What follows belongs to an exercise in optimizing a design on an open flow for small area and a short achievable clock period; a production flow would make more cautious choices.

==> v4 <==
## thumb
module thumb (read_instruction_n, instruction_address,
              instruction, read_data_n, write_data_n,
              data_address, data_in, data_out, reset_n, clk);
export LEC_CHECK = 0
export ABC_AREA = 1
export CAP_MARGIN = 20
export CORE_MARGIN = 2
export CORE_UTILIZATION = 45
export CTS_CLUSTER_DIAMETER = 100
export CTS_CLUSTER_SIZE = 20
export GPL_ROUTABILITY_DRIVEN = 1
export PLACE_DENSITY = 0.6
export SLEW_MARGIN = 20
create_clock -name core_clock -period 15.0 [get_ports {clk}]
standard.sh (not shown) runs the stock make flow with config.mk's settings and CLKGATE_MAP_FILE= SYNTH_SCRIPT=/design/flow/synth_recipe.tcl, a recipe that flattens the netlist after the stock synthesis.
==> flow/flow/run.sh <==
#!/bin/bash
export BUFFER_PORTS_ARGS="-buffer_cell sky130_fd_sc_hd__buf_4"
bash standard.sh SETUP_SLACK_MARGIN=10.4 finish > standard.log 2>&1
==> v3 (differences from v4) <==
--- a/flow/design.v
+++ b/flow/design.v
@@ -46,13 +46,12 @@
   wire [31:0] wb_data;
   wire [31:0] q1 = EXR ^ DR ^ MR;
   wire [31:0] q2 = {(EXR[30:0] & DR[30:0]) | (MR[30:0] & (EXR[30:0] ^ DR[30:0])), 1'b0};
   wire [31:0] q3 = q1 ^ q2 ^ MU;
   wire [31:0] q4 = {(q1[30:0] & q2[30:0]) | (MU[30:0] & (q1[30:0] ^ q2[30:0])), 1'b0};
   wire [31:0] P = q3 + q4;
-  wire Pz = ~|((q3 ^ q4) ^ {q3[30:0] | q4[30:0], 1'b0});
   wire [31:0] wr = w_mul ? P : EXR;
   assign wb_data[7:0] = w_ld ? data_in[7:0] : wr[7:0];
   assign wb_data[15:8] = w_ld ? (ldb ? {8{lds & data_in[7]}} : data_in[15:8])
                               : wr[15:8];
   assign wb_data[31:16] = w_ld ? (ldb ? {16{lds & data_in[7]}} :
                                   ldh ? {16{lds & data_in[15]}} :
@@ -84,13 +83,13 @@
   wire [31:0] ms, mc, mt, mu;
   thumb_mul mul (.a(opA), .one(e_one), .two(e_two), .neg(e_neg), .s(ms), .c(mc), .t(mt), .u(mu));
   wire [31:0] res = ({32{e_radd}} & S[31:0]) | ({32{e_rlog}} & L) |
                     ({32{e_rshr}} & SH) | ({32{e_rshl}} & SHL);
   wire Nn = e_lsr0 ? shc : res[31];
   wire N_eff = n_mul ? P[31] : N_Flag;
-  wire Z_eff = z_exr ? (EXR == 32'b0) : (z_mul ? Pz : Z_Flag);
+  wire Z_eff = z_exr ? (EXR == 32'b0) : (z_mul ? (P == 32'b0) : Z_Flag);
   wire s1ones = ((ag[0] | (ap[0] & cin)) ^ ap[1]) & (&(ag[29:1] ^ ap[30:2]));
   wire T31 = S[31] ^ (e_sbc & s1ones);
   wire T32 = S[32] ^ (e_sbc & s1ones & S[31]);
   wire Cn = e_radd ? T32 : (e_rorc ? opA[31] : shc);
   wire Vn = T32 ^ T31;
   wire e_wp = e_rmul | e_sbc;    
==> flow/flow/run.sh (replaced) <==
#!/bin/bash
export BUFFER_PORTS_ARGS="-buffer_cell sky130_fd_sc_hd__buf_4"
bash standard.sh > standard.log 2>&1
==> flow/config.mk (replaced) <==
export PLATFORM = sky130hd
export DESIGN_NAME = thumb
export DESIGN_NICKNAME = thumb
export VERILOG_FILES = /design/flow/design.v
export SDC_FILE = /design/flow/constraint.sdc
export NUM_CORES = 4
export LEC_CHECK = 0
export ABC_AREA = 1
export CAP_MARGIN = 40
export CORE_MARGIN = 2
export CORE_UTILIZATION = 30
export GPL_ROUTABILITY_DRIVEN = 1
export PLACE_DENSITY = 0.45
export SLEW_MARGIN = 20
==> v11 (differences from v4) <==
==> flow/flow/run.sh (replaced) <==
#!/bin/bash
export BUFFER_PORTS_ARGS="-buffer_cell sky130_fd_sc_hd__buf_4"
bash standard.sh > standard.log 2>&1
==> notes.md <==
metric                                                                      v3         v11          v4
Result of the run                                     timing/DRC/antenna clean  timing/DRC/antenna clean  timing/DRC/antenna clean
Worst hold slack                                                      0.324 ns    0.324 ns    0.323 ns
Clock latency of the later-clocked register in the worst-skew pair     0.74 ns     0.71 ns     0.71 ns
Proportion of synthesized area in mux cells                             0.430%      0.319%      0.319%
M3 GR Usage                                                              7.38%       13.8%       13.8%
Nets                                                                     6,697       6,854       6,856
Total iterations of the first detailed-routing run                           6           6           8
Initial DRC Count                                                        6,866       7,862       7,730
Vias after detailed routing                                             48,900      50,200      50,400
Worst r2r src                                                          EXR[28]      EXR[4]       ix[0]
No functional check of the RTL was part of any run of this note.

afterwards: timing with drivers on the ports:
How much do the figures lean on ideal ports? The routed layouts below were timed once more, with nothing changed but the port constraints. Step 1 sets driving cells, clkbuf_16 on the clock port and buf_2 on the other inputs (assumed; they add their load-dependent delay and slew). Step 2 also shifts input and output timing later by t, the mid clock arrival at the registers, as if the neighbouring blocks saw the same clock. Slacks: ideal / step 1 / step 2; pairs: ideal / step 1.
run	t (ns)	slack for setup (ns)	slew at the worst register clock pin (ns)	worst data-port slew with drivers (ns)	cell pins on the clock port's net
v4	0.762	10.262 / 10.262 / 9.826	0.10 / 0.10	0.09	1
v3	0.797	9.978 / 9.978 / 9.900	0.07 / 0.07	0.09	1
v11	0.767	10.083 / 10.083 / 9.792	0.10 / 0.10	0.09	1
After both steps setup and hold are still met in every run listed. The setup slack of v4, which loses most, moves by 0.000 ns with the drivers and by -0.436 ns with both steps.
